From an optimization exercise on the open Yosys and OpenROAD flow, aimed at small area, a short achievable clock period and few clock cycles per item; shortcuts taken in it are not production practice. Function was checked by simulation only, so behaviour that the tests miss may differ from the original.

$ cat flow/standard.sh
#!/bin/bash
# synth_recipe.tcl (not shown) runs the flow's synth.tcl, then flattens the netlist and writes it again
# the make line also repeats each setting of config.mk as NAME=value (left out here)
make -C /OpenROAD-flow-scripts/flow DESIGN_CONFIG=/design/flow/config.mk WORK_HOME=/design/flow/orfs CLKGATE_MAP_FILE= SYNTH_SCRIPT=/design/flow/synth_recipe.tcl "${@:-finish}"
$ cat flow/config.mk
export PLATFORM = sky130hd
export DESIGN_NAME = systolic_multiplier
export DESIGN_NICKNAME = systolic_multiplier
export VERILOG_FILES = /design/flow/design.v
export SDC_FILE = /design/flow/constraint.sdc
export NUM_CORES = 4
export LEC_CHECK = 0
export CAP_MARGIN = 20
export CORE_MARGIN = 2
export CORE_UTILIZATION = 40
export SETUP_SLACK_MARGIN = 4.1
export SLEW_MARGIN = 20
$ cat flow/flow/run.sh
#!/bin/bash
# The standard layout, with the port buffers inserted as buf_1 cells
# (ORFS's buffer_ports otherwise picks clkdlybuf4s50_1). Timing repair
# still resizes the ones on critical paths.
set -euo pipefail
export BUFFER_PORTS_ARGS="-buffer_cell sky130_fd_sc_hd__buf_1"
bash standard.sh > standard_flow.log 2>&1
$ cat flow/design.v
module systolic_multiplier(
	input wire clk,
	input wire rst_n,
	input wire start,
	input wire [163 - 1 : 0] a,
	input wire [163 - 1 : 0] g,
	input wire [BWIDTH - 1:0] b,
	output wire [163 - 1 : 0] t_i_j,
	output reg done
);
localparam W = 163;
localparam D = 12;
localparam BWIDTH = 168;
localparam K = (BWIDTH + D - 1) / D;                
localparam BW = K * D;                              
localparam SPLIT = 96;                          
localparam CW = 4;                               
reg  [W - 1 : 0] reg_a;
reg  [W - 1 : 0] reg_g;
reg  [BW - 1 : 0] reg_b;
reg  [W - 1 : 0] tr;        
reg  [D - 1 : 0] q;         
reg  [D - 1 : 0] qn;        
reg  [D - 1 : 0] dign;      
reg  [D - 1 : 0] hb;        
reg  busy;                  
reg  fix;                   
reg  [CW - 1 : 0] counter;
wire ld = ~(busy | fix);    
assign t_i_j = tr;
always @(posedge clk or negedge rst_n) begin
	if (!rst_n) begin
		busy <= 1'b0;
		fix <= 1'b0;
		counter <= 0;
		done <= 1'b0;
	end else begin
		done <= fix;
		fix <= busy && (counter == K - 1);
		if (busy) begin
			if (counter == K - 1) begin
				busy <= 1'b0;
				counter <= 0;
			end else
				counter <= counter + 1'b1;
		end else if (start && !fix) begin
			busy <= 1'b1;
			counter <= 0;
		end
	end
end
wire [D - 1 : 0] dig = reg_b[BW - 1 -: D];
wire [D - 1 : 0] dig_nx = reg_b[BW - D - 1 -: D];
reg [D - 1 : 0] fac [0 : 3];
reg [D - 1 : 0] pr01, pr23, c_in;
reg [D - 1 : 1] c_r;        
wire [D - 1 : 0] c = {c_r, 1'b1};
wire [D - 1 : 0] c_q = ld ? {D{1'b0}} : c;
integer i, j, k;
always @* begin
	for (k = 0; k < 4; k = k + 1) begin
		fac[k] = 0;
		fac[k][0] = 1'b1;
		for (j = 1; j < D; j = j + 1)
			if ((j << k) < D)
				fac[k][j << k] = g[W - j];
	end
	pr01 = 0; pr23 = 0; c_in = 0;
	for (i = 0; i < D; i = i + 1)
		for (j = 0; j <= i; j = j + 1) begin
			pr01[i] = pr01[i] ^ (fac[0][j] & fac[1][i - j]);
			pr23[i] = pr23[i] ^ (fac[2][j] & fac[3][i - j]);
		end
	for (i = 0; i < D; i = i + 1)
		for (j = 0; j <= i; j = j + 1)
			c_in[i] = c_in[i] ^ (pr01[j] & pr23[i - j]);
end
reg [W - 1 : 0] ta;           
reg [W - 1 : 0] ba;           
reg [D - 1 : 0] hq;           
reg [D - 1 : 0] q_new;        
reg [D - 1 : 0] hb_in, hb_nx;  
always @* begin
	for (i = 0; i < W; i = i + 1) begin
		ta[i] = tr[i];
		ba[i] = 1'b0;
		for (j = 0; j < D; j = j + 1)
			if (i >= j) begin
				ta[i] = ta[i] ^ ((i < SPLIT ? q[j] : ~qn[j]) & reg_g[i - j]);
				ba[i] = ba[i] ^ ((i < SPLIT ? dig[j] : ~dign[j]) & reg_a[i - j]);
			end
	end
	for (i = 0; i < D; i = i + 1) begin
		hq[i] = tr[W + i - D] ^ hb[i];
		for (j = 0; j < D; j = j + 1)
			if (W + i - D >= j)
				hq[i] = hq[i] ^ (~qn[j] & reg_g[W + i - D - j]);
		hb_in[i] = 1'b0;
		hb_nx[i] = 1'b0;
		for (j = 0; j < D; j = j + 1)
			if (W + i - j <= W - 1) begin
				hb_in[i] = hb_in[i] ^ (b[BW - 1 - (D - 1) + j] & a[W + i - j]);
				hb_nx[i] = hb_nx[i] ^ (dig_nx[j] & reg_a[W + i - j]);
			end
	end
	for (i = 0; i < D; i = i + 1) begin
		q_new[i] = 1'b0;
		for (k = 0; k < D - i; k = k + 1)
			q_new[i] = q_new[i] ^ (c_q[k] & hq[i + k]);
	end
end
always @(posedge clk) begin
	q <= q_new;
	qn <= ~q_new;
	if (ld) begin
		reg_a <= a;
		reg_g <= g;
		c_r <= c_in[D - 1 : 1];
		reg_b <= {{(BW - BWIDTH){1'b0}}, b};
		tr <= {W{1'b0}};
		dign <= ~b[BW - 1 -: D];
		hb <= hb_in;
	end else begin
		reg_b <= reg_b << D;
		tr <= fix ? ta : ({ta[W - D - 1 : 0], {D{1'b0}}} ^ ba);
		dign <= ~dig_nx;
		hb <= hb_nx;
	end
end
endmodule  
$ cat flow/constraint.sdc
create_clock -name core_clock -period 7.0 [get_ports {clk}]
set_input_delay 1.4000 -clock core_clock [delete_from_list [all_inputs] [get_ports {clk}]]
set_output_delay 1.4000 -clock core_clock [all_outputs]
set_load 0.01 [all_outputs]
==> notes.md <==
-- path summary, 6_finish.rpt --
check | slack (ps) | endpoint | from
setup / recovery | 3910 | q[2] | reg_g[148]
hold / removal | 420 | reg_b[116] | reg_b[104]
setup reg to reg | 3910 | q[2] | reg_g[148]
hold reg to reg | 420 | reg_b[116] | reg_b[104]
max in group asynchronous | 6140 | fix | rst_n
min in group asynchronous | 520 | counter[0] | rst_n
-- metrics by stage --
stage                     util (%)
final                         45.4
after global routing          45.4
after CTS                     44.6
after detailed placement      41.9
after global placement        41.9
after floorplan                  -
-- sequential cells by signal, summed over array words and instances, names as in the netlist --
name and flops:
busy 1, c_r 11, counter 4, dign 12, done 1, fix 1, hb 11, q 12
qn 12, reg_a 163, reg_b 168, reg_g 162, tr 163
-- layout by cell type (no fill, tap or decap), types with 39 or more instances in the layout --
cell type	count
xnor2_2	79
buf_4	105
clkbuf_16	99
o31ai_1	142
buf_1	632
xor2_1	665
nand2_1	2961
nor2b_1	1272
dfxtp_1	323
nand2b_1	311
edfxtp_1	336
xnor2_1	3150
buf_12	39
buf_6	60
-- cell type report --
class                      instances  area [um^2]  area share, %
clock buffer                     120         2540           2.83
inverter                          25          111          0.124
antenna                           15         37.5         0.0419
multi-input combinational       8794        59200           66.1
tap                             2640         3300           3.68
timing repair buffer             904         5670           6.32
clock inverter                    56          779          0.869
sequential                       721        18000           20.1
-- per-layer routing --
layer | up-vias | share of wire (%) | global-route usage (%)
li1 | 31502 | - | -
met3 | 713 | 8.5 | 4.37
met1 | 33149 | 41 | 38.0
met2 | 3581 | 44 | 44.2
met5 | - | 0.027 | 0
met4 | 12 | 6.9 | 16.8
-- worst register-to-register path, stage by stage (launching register included) --
cell and delay, ps:
edfxtp_1 400, buf_4 200, nor2b_2 160, xnor3_1 360, xnor3_2 440, xnor3_2 350
nand2_1 90, xnor2_1 170, xnor3_1 470, xnor2_2 170, and2_1 150
-- cell families after synthesis --
family	count (synthesis)	synth area share [%]
flops	721	22.5
compound gates	186	1.63
buf+inv	860	4.09
fa+ha+maj	10	0.158
xor+xnor	3949	44.4
mux	13	0.165
simple gates	4636	27.1
-- timing repair --
| item | in CTS | in global routing |
|---|---|---|
| hold buffers | 0 | 0 |
| endpoints found under the hold margin | 0 | 0 |
| pin swaps | 52 | 50 |
| resized for setup | 197 | 177 |
| cloned | 14 | 4 |
| buffers inserted | 103 | 57 |
| endpoints found under the setup margin | 645 | 353 |
==> notes.md <==
Run status
The flow ran to the end and the layout has no timing, DRC or antenna violations.

Worst hold path
The hold path depth is 2. The worst min-delay path category is reg -> reg.

Clock network
TritonCTS built the clock tree. The root buffer selected by CTS is clkbuf_16. The clock slew at the register clock pins of the worst setup and hold paths is 60 ps. The number of buffers created by CTS is 93. In this run the number of H-tree levels came out at 3.

The maximum number of buffers from clock root to sink is 3. The CTS sink count is 721. The insertion delay to the later sink of the worst-skew pair is around 800 ps.

Worst setup path
Walking the worst path, the cells encountered are buf_4 > nor2b_2 > xnor3_1 > xnor3_2 > xnor3_2 > nand2_1 > xnor2_1 > xnor3_1 > xnor2_2 > and2_1. The largest individual stage delay along the critical path comes from the cell xnor3_1. In this run the number of cells on the critical path is 10.

The worst stage delay on the critical path is roughly 470 ps. At the worst endpoint, the arrival time is 3740 ps. The kind of cell adding the most delay to the critical path is XOR/XNOR gates. Measured in cells, the most critical reg-to-reg path has a length of 10. The element type at the critical path end is a flop. In this run the worst path has a maximum fanout of 11.

The category of the most critical setup path is reg -> reg. The worst setup path is launched from a flop. Data on the critical path is required at its endpoint by 7650 ps. The number of buffers and inverters on the critical path is 1.

Die
The initial utilization of the core area, before any placement, comes to roughly two fifths. The standard cell core area is 0.197 mm^2. The area enclosed by the die boundary is 0.202 mm^2. The die span in y is approximately 450 um.

Row generation in the floorplan step produced around 160 rows. The I/O pin total is 661. The die is 450 um wide.

Place
The total instance count after detailed placement is 12906. At the placement stage, the worst setup path has a slack of 3020 ps. After detailed placement, the total cell area comes to just over 0.08 mm^2. The count of buffers added on input and output ports is 660. The final weighted congestion in routability-driven placement is 0.939. The half-perimeter wire length after detailed placement is just under 200000 um.

Route
In the final routed layout, each cell accounts on average for 22.9 um. The detail route stage leaves a number of antenna-violating nets equal to 0. The total number of vias is 68957.

The first routing iteration left 7609 violations. The DRC violation count after routing is 0. For this block, the routed nets add up to approximately 300000 um of wire. The average vias per placed instance is 5.19. Before antenna repair, the detailed router went through 5 iterations.

STA
The clock period could shrink to 3090 ps. Adding up every negative setup slack in the final design gives 0 ps. Measured against its own limit, the worst slew margin works out to 34.7%. Across all hold checks on the routed design, the worst slack comes to 420 ps.

The max-slew violation total from the final report is 0. The hold violation total from the final report came to 0. For the final database, setup skew stands at 66.1 ps. At the pin with the least slew margin, the transition time is 972 ps. Setup repair after global routing could not meet its margin everywhere. The fmax is 0.323 GHz. In the post-route analysis, the smallest setup slack over all paths is 3910 ps.

Setup violations remaining at the end of the flow were counted as 0. Of the available clock period, the critical path in the final layout requires 44.2%.

Logic synthesis
Counting distinct cell types in the post-synthesis netlist gives 35. The sequential cell area fraction in the yosys report is between 20% and 30%. The commonest cells after synthesis are xnor2_1, nand2_1, nor2b_1, clkbuf_1, xor2_1. Of all cell types, the one taking the most synthesized area is xnor2_1. The proportion of netlist area held by the largest area contributor is 35.6%.

In the synthesized netlist the async set-or-reset flop fraction comes to less than 1%. The most instantiated flip-flop cell in the synthesis netlist is dfxtp_1. Counting every net in the synthesized netlist gives 10882. By instance count, the leading cell after synthesis is xnor2_1. The mapped netlist covers 0.0794 mm^2.

By area the synthesized netlist is led by xnor2_1, nand2_1, edfxtp_1. Counting flops with a built-in enable in the synthesized netlist gives ~340. The synthesized design contains between 700 and 800 register bits. Each instance of the synthesized netlist takes up on average 7.66 um^2. The synthesis warning total is 2. The instance count of the mapped netlist is 10375.

Layout
The count of nets after finishing is 11046. The area added between synthesis and finish is 12.9%. Cells with a size suffix above 1 make up around 6% of the layout.

The final instance area is 0.0897 mm^2. The non-filler instance count after layout is 13275. The filler cells instantiated in the layout total just under 20000.

Global routing
The number of antenna violations at the first check in global routing is 33. The largest net degree at the start of global routing is 160. The via count of the first global-routing pass came to approximately 66000.

The global-route wire length before repair is 443000 um. Summed over all layers, the global routing overflow is 0. The total track usage is 28.7%.

Run
Max-cap violations in this run came to 0.
Testbench counts, summed over its fixed seeds: cycles 25,608, items 1,600.

-- port drivers added, routing unchanged --
The flow's constraints put no driver on any port. The routed layout listed below was extracted and timed again, unchanged, in two steps.
Step 1: set_driving_cell puts a clkbuf_16 on clk and a buf_2 on each other input, an assumption about the parent block.
Step 2 adds t to the input delays and takes it off the output delays; t is the mean of the earliest and latest rising clock arrival at the registers after step 1. Input paths then give back, and output paths get back, about the clock's delay inside the block.
Three values: no drivers, after step 1, after step 2; two values: the first two.
t (ns): 0.867
slack for setup (ns): 3.907 / 3.907 / 3.515
worst setup path after step 2: input to register
clock arrival spread, ns: 0.071 / 0.071
worst register clock-pin slew, ns: 0.07 / 0.07
After both steps this run still meets setup and hold. The setup slack of this run moves by 0.000 ns with the drivers and by -0.392 ns with both steps.
